What follows belongs to an exercise in optimizing a design on an open flow for small area; a production flow would make more cautious choices. The RTL was checked by simulation tests, not by an equivalence proof against the original design.

==> flow/design.v (outline; a module is shown in full before it is edited, if it fits) <==
// module mult_x8_h10_p18_dis3: 8 lines
// module fir_ctrl: 1714 lines
// module fir_fa: 4 lines
// module fir_ha: 4 lines
// module fir_xnor2: 3 lines
// module fir_maj: 3 lines
// module fir_and2: 3 lines
// module fir_nand2: 3 lines
// module fir_or2: 3 lines
// module fir_inv: 3 lines
// module fir_ao22: 3 lines
module fir_ctrl
#(
    parameter   FIR_IN  = 16,
    parameter   FIR_OUT = 16
)
(
    input   wire                             sys_clk     ,
    input   wire                             sys_rst_n   ,
    input   signed  [FIR_IN  - 1:0]          data_in     ,
    input   wire                             data_valid  ,
    output  signed  [FIR_OUT - 1:0]          fir_out     ,
    output  wire                             fir_out_valid
);
  // ...
==> flow/flow/run.sh <==
#!/bin/bash
# The standard layout (standard.sh, unchanged synthesis) with two changes:
# a clock tree of fewer, larger clusters without dummy loads, and the smallest
# buffer for the port buffers. The full make output goes to standard.log here.
set -euo pipefail
bash standard.sh \
  "CTS_ARGS=-sink_clustering_enable -repair_clock_nets -dont_use_dummy_load -buf_list sky130_fd_sc_hd__clkbuf_8 -sink_clustering_size 18 -sink_clustering_max_diameter 60" \
  "BUFFER_PORTS_ARGS=-buffer_cell sky130_fd_sc_hd__buf_1" \
  finish > standard.log 2>&1
==> flow/standard.sh <==
#!/bin/bash
# synth_recipe.tcl (not shown) runs the flow's synth.tcl, then flattens the netlist and writes it again
# the make line also repeats each setting of config.mk as NAME=value (left out here)
make -C /OpenROAD-flow-scripts/flow DESIGN_CONFIG=/design/flow/config.mk WORK_HOME=/design/flow/orfs CLKGATE_MAP_FILE= SYNTH_SCRIPT=/design/flow/synth_recipe.tcl "${@:-finish}"
==> flow/config.mk <==
export PLATFORM = sky130hd
export DESIGN_NAME = fir_ctrl
export DESIGN_NICKNAME = fir_ctrl
export VERILOG_FILES = /design/flow/design.v
export SDC_FILE = /design/flow/constraint.sdc
export NUM_CORES = 4
export LEC_CHECK = 0
export CAP_MARGIN = 20
export CORE_MARGIN = 2
export CORE_UTILIZATION = 70
export PLACE_DENSITY = 0.8
export SLEW_MARGIN = 20
export SYNTH_HIERARCHICAL = 1
==> flow/constraint.sdc <==
create_clock -name core_clock -period 10.0 [get_ports {sys_clk}]
set_input_delay 2.0000 -clock core_clock [delete_from_list [all_inputs] [get_ports {sys_clk}]]
set_output_delay 2.0000 -clock core_clock [all_outputs]
set_load 0.01 [all_outputs]
==> flow_summary_export.csv, run 1 <==
group,metric,value,unit
finish,layoutNonFillerInstCount,2050,
logic_synthesis,synthesized_netlist_net_count,1915,
sta,period_needed,9.13,ns
run_status,outcome,"timing/DRC/antenna clean",
logic_synthesis,synth_edf_count,0,
grt,antenna_violations_before_repair,0,
worst_setup_path,critical_path.reg2reg.endpoint,"Y[16]",
finish,multi_input_area,10400,µm²
place,detailedPlacementHpwl,34900,µm
finish,non_clock_buffer_area_share,1.18,%
finish,final.fill_count,2019,
finish,antennaDiodeCount,0,
logic_synthesis,synthTopCellsByArea,"sky130_fd_sc_hd__dfxtp_1 (49%), sky130_fd_sc_hd__fa_1 (28%), sky130_fd_sc_hd__dfrtp_1 (6.4%), sky130_fd_sc_hd__and2_1 (4.3%), sky130_fd_sc_hd__a22o_1 (3.8%)",
hold_path,timing.hold.worst.start,"x19[14]",
detailed_routing,firstDrtPassIters,5,
logic_synthesis,syn-instance-count,1512,
worst_setup_path,timing.critical_path.from_type,"register",
floorplan,die_y,187,µm
finish,layout_commonest_cell,"sky130_fd_sc_hd__dfxtp_1",
logic_synthesis,post-synth-top-area-cell,"sky130_fd_sc_hd__dfxtp_1",
floorplan,num_tap_cells,442,
finish,final_cell_mix,"sky130_fd_sc_hd__dfxtp_1 (572), sky130_fd_sc_hd__fa_1 (331), sky130_fd_sc_hd__and2_1 (160)",
worst_setup_path,timing.critical_path.arrival,9.59,ns
worst_setup_path,timing.rr.start,"fill[0]",
==> run 2: changes to the inputs <==
--- a/flow/config.mk
+++ b/flow/config.mk
@@ -9,4 +9,4 @@
 export CORE_MARGIN = 2
-export CORE_UTILIZATION = 70
-export PLACE_DENSITY = 0.8
+export CORE_UTILIZATION = 80
+export PLACE_DENSITY = 0.9
 export SLEW_MARGIN = 20
==> run 2 against run 1 <==
Compared with the run above:
- first-iteration DRC count rose by 13%
- register-to-register slack got worse by 0.13 ns
- worst hold slack better by 0.023 ns
- core utilization up 10 points
- synthesized cell count unchanged
- via count up 4.5%
- non-clock buffer count is 2 lower
- clock skew is 0.035 ns lower
- die area down 12%
- critical path type unchanged
- critical endpoint unchanged
- largest cell class unchanged
- highest routed layer unchanged
==> flow_summary_export.csv, run 2 <==
group,metric,value,unit
worst_setup_path,reg2reg_slack,0.74,ns
logic_synthesis,synth_compound_gate_area_share,4.25,%
logic_synthesis,synth_top_family_by_area,"adder cells",
grt,grt_remaining_overflow,0,
grt,globalRouteMet3Util,6.90,%
logic_synthesis,syn-instance-count,1512,
grt,top_usage_layer,"met2",
floorplan,ios,36,
sta,worst-slew-pin-transition,1.04,ns
sta,period_needed,9.26,ns
clocking,cts_hold_repair.buffers,0,
floorplan,die_width,175,µm
clocking,cts_root_buffer,"sky130_fd_sc_hd__clkbuf_8",
finish,finalInstanceArea,24800,µm²
detailed_routing,postRouteWirelength,51200,µm
finish,area_growth_syn_to_layout,5.71,%
grt,grt_use_met2,59.5,%
place,placement.cell_area,24200,µm²
floorplan,floorplan.rows,62,
logic_synthesis,synth_ff_type,"sky130_fd_sc_hd__dfxtp_1",
clocking,postCtsSetupBuffers,0,
sta,final-max-slew-violation-count,0,
clocking,tritoncts,"built",
logic_synthesis,avgSynthCellArea,15.5,µm²
grt,antenna_violations_before_repair,1,
run_status,outcome,"timing/DRC/antenna clean",
clocking,cts.reportedPaths.clkPinSlew,0.11,ns
logic_synthesis,ys_async_sr_fraction,9.64,%
clocking,tritoncts_buffer_count,42,
logic_synthesis,synthXorXnorAreaFrac,1.27,%
finish,final_cell_mix,"sky130_fd_sc_hd__dfxtp_1 (572), sky130_fd_sc_hd__fa_1 (331), sky130_fd_sc_hd__and2_1 (160)",
finish,largest_reg_flops,26,
worst_setup_path,worst-path-buf-inv,1,
logic_synthesis,top_cells_by_count_synth,"sky130_fd_sc_hd__dfxtp_1 (572), sky130_fd_sc_hd__fa_1 (331), sky130_fd_sc_hd__and2_1 (160), sky130_fd_sc_hd__nand2_1 (120), sky130_fd_sc_hd__a22o_1 (101)",
floorplan,fp.dieArea,30700,µm²
floorplan,die_y,175,µm
logic_synthesis,yosys_warnings,7,
finish,layout_commonest_cell,"sky130_fd_sc_hd__dfxtp_1",
worst_setup_path,crit_path_end_kind,"register",
logic_synthesis,synth-adder-area-share,31.6,%
logic_synthesis,synth-seq-cells,633,
grt,grt_pass1_vias,13700,
sta,grt_setup_unrepaired,"false",
worst_setup_path,timing.critical_path.arrival,9.70,ns
clocking,numClockSinks,633,
sta,worst_skew,0.0340,ns
finish,largest-register,"Y",
logic_synthesis,post-synth-top-count-cell,"sky130_fd_sc_hd__dfxtp_1",
grt,grt_start_max_net_pins,83,
clocking,max_clock_buf_depth,3,
logic_synthesis,simple_gate_share_of_the_synthesized_area,7.18,%
logic_synthesis,synthesized_netlist_net_count,1915,
sta,timing.final.crit_share,92.6,%
place,io_buffers,35,
logic_synthesis,post-synth-top-area-cell,"sky130_fd_sc_hd__dfxtp_1",
hold_path,worst_hold_path_type,"register to register",
clocking,htree_num_levels,2,
logic_synthesis,synthTopCellsByArea,"sky130_fd_sc_hd__dfxtp_1 (49%), sky130_fd_sc_hd__fa_1 (28%), sky130_fd_sc_hd__dfrtp_1 (6.4%), sky130_fd_sc_hd__and2_1 (4.3%), sky130_fd_sc_hd__a22o_1 (3.8%)",
logic_synthesis,post_synth_mux_area_share,0.0855,%
worst_setup_path,worstPathMaxFanout,10,
floorplan,floorplan.core_area,28800,µm²
grt,grt_pass1_wl,79100,µm
worst_setup_path,timing_worst_setup_path_type,"register to register",
worst_setup_path,critPathTopFamily,"adder cells",
finish,final_nets,2010,
logic_synthesis,synth.yosys.seq_area_share,55.4,%
detailed_routing,detailroute.via_count,12000,
sta,timing.final.setup_violations,0,
worst_setup_path,data_required_time_at_the_worst_endpoint,10.44,ns
sta,max_slew_margin,30.3,%
floorplan,floorplan.initialDensity,81.4,%
logic_synthesis,yosysTopAreaCellShare,48.9,%
clocking,post_cts.resized_instances,0,
detailed_routing,drtIter0Drc,861,
detailed_routing,final_antenna_net_count,0,
finish,utilization,86.0,%
worst_setup_path,crit_path_top_delay_cell,"sky130_fd_sc_hd__fa_1",
grt,track_usage,35.6,%
finish,antennaDiodeCount,0,
sta,final_hold_viol_count,0,
logic_synthesis,netlist_area,23400,µm²
logic_synthesis,yosysUniqueCellTypes,31,
detailed_routing,firstDrtPassIters,5,
finish,biggest_registers_after_layout,"Y (26), W (24)",
sta,fin_setup_tns,0,ns
finish,final_layout_size_suffix_gt1_share,4.98,%
detailed_routing,remaining_drcs,0,
sta,max_freq,108,MHz
worst_setup_path,worstPathCellList,"ha_1 > and3_2 > ha_1 > a21oi_1 > buf_4 > nand2_1 > fa_1 > fa_1 > fa_1 > fa_1 > fa_1 > fa_1 > fa_1 > fa_1 > fa_1 > fa_1 > fa_1 > fa_1 > fa_1 > fa_1 > fa_1 > fa_1 > fa_1 > fa_1",
worst_setup_path,timing.critical_path.from_type,"register",
sta,fin_hold_ws,0.314,ns
detailed_routing,route.detailed.wl_per_inst,25.7,µm
place,gp_congestion,0.911,
worst_setup_path,cpPeakStageDelay,0.52,ns
clocking,worst_skew_pair.late_latency,0.58,ns
detailed_routing,vias_per_cell,6.03,
grt,grt_util_met1,46.5,%
worst_setup_path,critical_path.most_common_cell,"sky130_fd_sc_hd__fa_1",
job,drv.max_cap_violation_count,0,
place,detailedPlacementHpwl,37600,µm
logic_synthesis,synth_edf_count,0,
## run 2: cell counts after synthesis
Identical to the previous run, type by type.
## run 2: final cells by class
cell class                 count  area (µm²)
sequential                   633       13000
tap                          384         480
multi-input combinational    866       10400
fill                        1263        4030
timing repair buffer          54         283
clock buffer                  42         578
inverter                      10        37.5
## run 2: worst paths after layout
check                      startpoint      endpoint  depth (start not counted)
min in group asynchronous   sys_rst_n  out_valid_r2                          1
setup / recovery              fill[0]         Y[16]                         24
hold reg to reg               x22[13]       x23[13]                          0
max in group asynchronous   sys_rst_n         Y[24]                          1
setup reg to reg              fill[0]         Y[16]                         24
hold / removal                x22[13]       x23[13]                          0
## run 2: cells by family after synthesis
group           after synthesis
flops                       633
simple gates                318
buf+inv                      13
fa+ha+maj                   393
compound gates              119
xor+xnor                     34
mux                           2
## run 2: Yosys stat by module (local to each module, per instance)
module,area [µm²],times used
fir_maj,11.3,9
fir_ha,12.5,46
fir_fa,20.0,331
fir_xnor2,8.76,30
fir_nand2,3.75,115
fir_or2,6.26,27
fir_ctrl,13400,1
fir_ao22,8.76,101
fir_inv,3.75,3
fir_and2,6.26,159
## run 2: stage by stage
| stage | setup WS (ns) | instances |
|---|---|---|
| 3_3_place_gp | 0.941 | 1946 |
| 3_5_place_dp | 0.761 | 1947 |
| 5_1_grt | 0.463 | 1989 |
| 2_1_floorplan | 0.852 | 1512 |
| 6_report | 0.739 | 1989 |
| 4_1_cts | 0.716 | 1989 |
## run 2: layer usage
layer	vias up	routed length, µm	share of wire (%)
met5	-	0	0
met3	184	3930	7.7
li1	5033	-	-
met1	6231	18900	37
met4	0	2690	5.3
met2	547	25600	50

## what the ideal ports hide
The flow's constraints put no driver on any port. The routed layouts listed below were extracted and timed again, unchanged, in two steps.
Step 1 (the two cells are an assumption about what drives the block):
set clk [get_ports {sys_clk}]
set_driving_cell -lib_cell sky130_fd_sc_hd__clkbuf_16 $clk
set_driving_cell -lib_cell sky130_fd_sc_hd__buf_2 [delete_from_list [all_inputs] $clk]
Step 2 moves the port delays by t, midway between the first and last clock arrival at a register: inputs arrive t later, outputs are due t later. That takes back most of the time a late clock gives input paths.
Slacks: ideal ports / drivers / drivers and shift; pairs: ideal ports / drivers.
run	t, ns	setup WS [ns]	clock arrival spread, ns	slew at the worst register clock pin (ns)	cell pins on the clock port's net
run 1	0.612	0.872 / 0.872 / 0.872	0.069 / 0.068	0.11 / 0.11	1
run 2	0.607	0.739 / 0.739 / 0.739	0.037 / 0.037	0.11 / 0.11	1
After both steps every run listed still meets setup and hold.
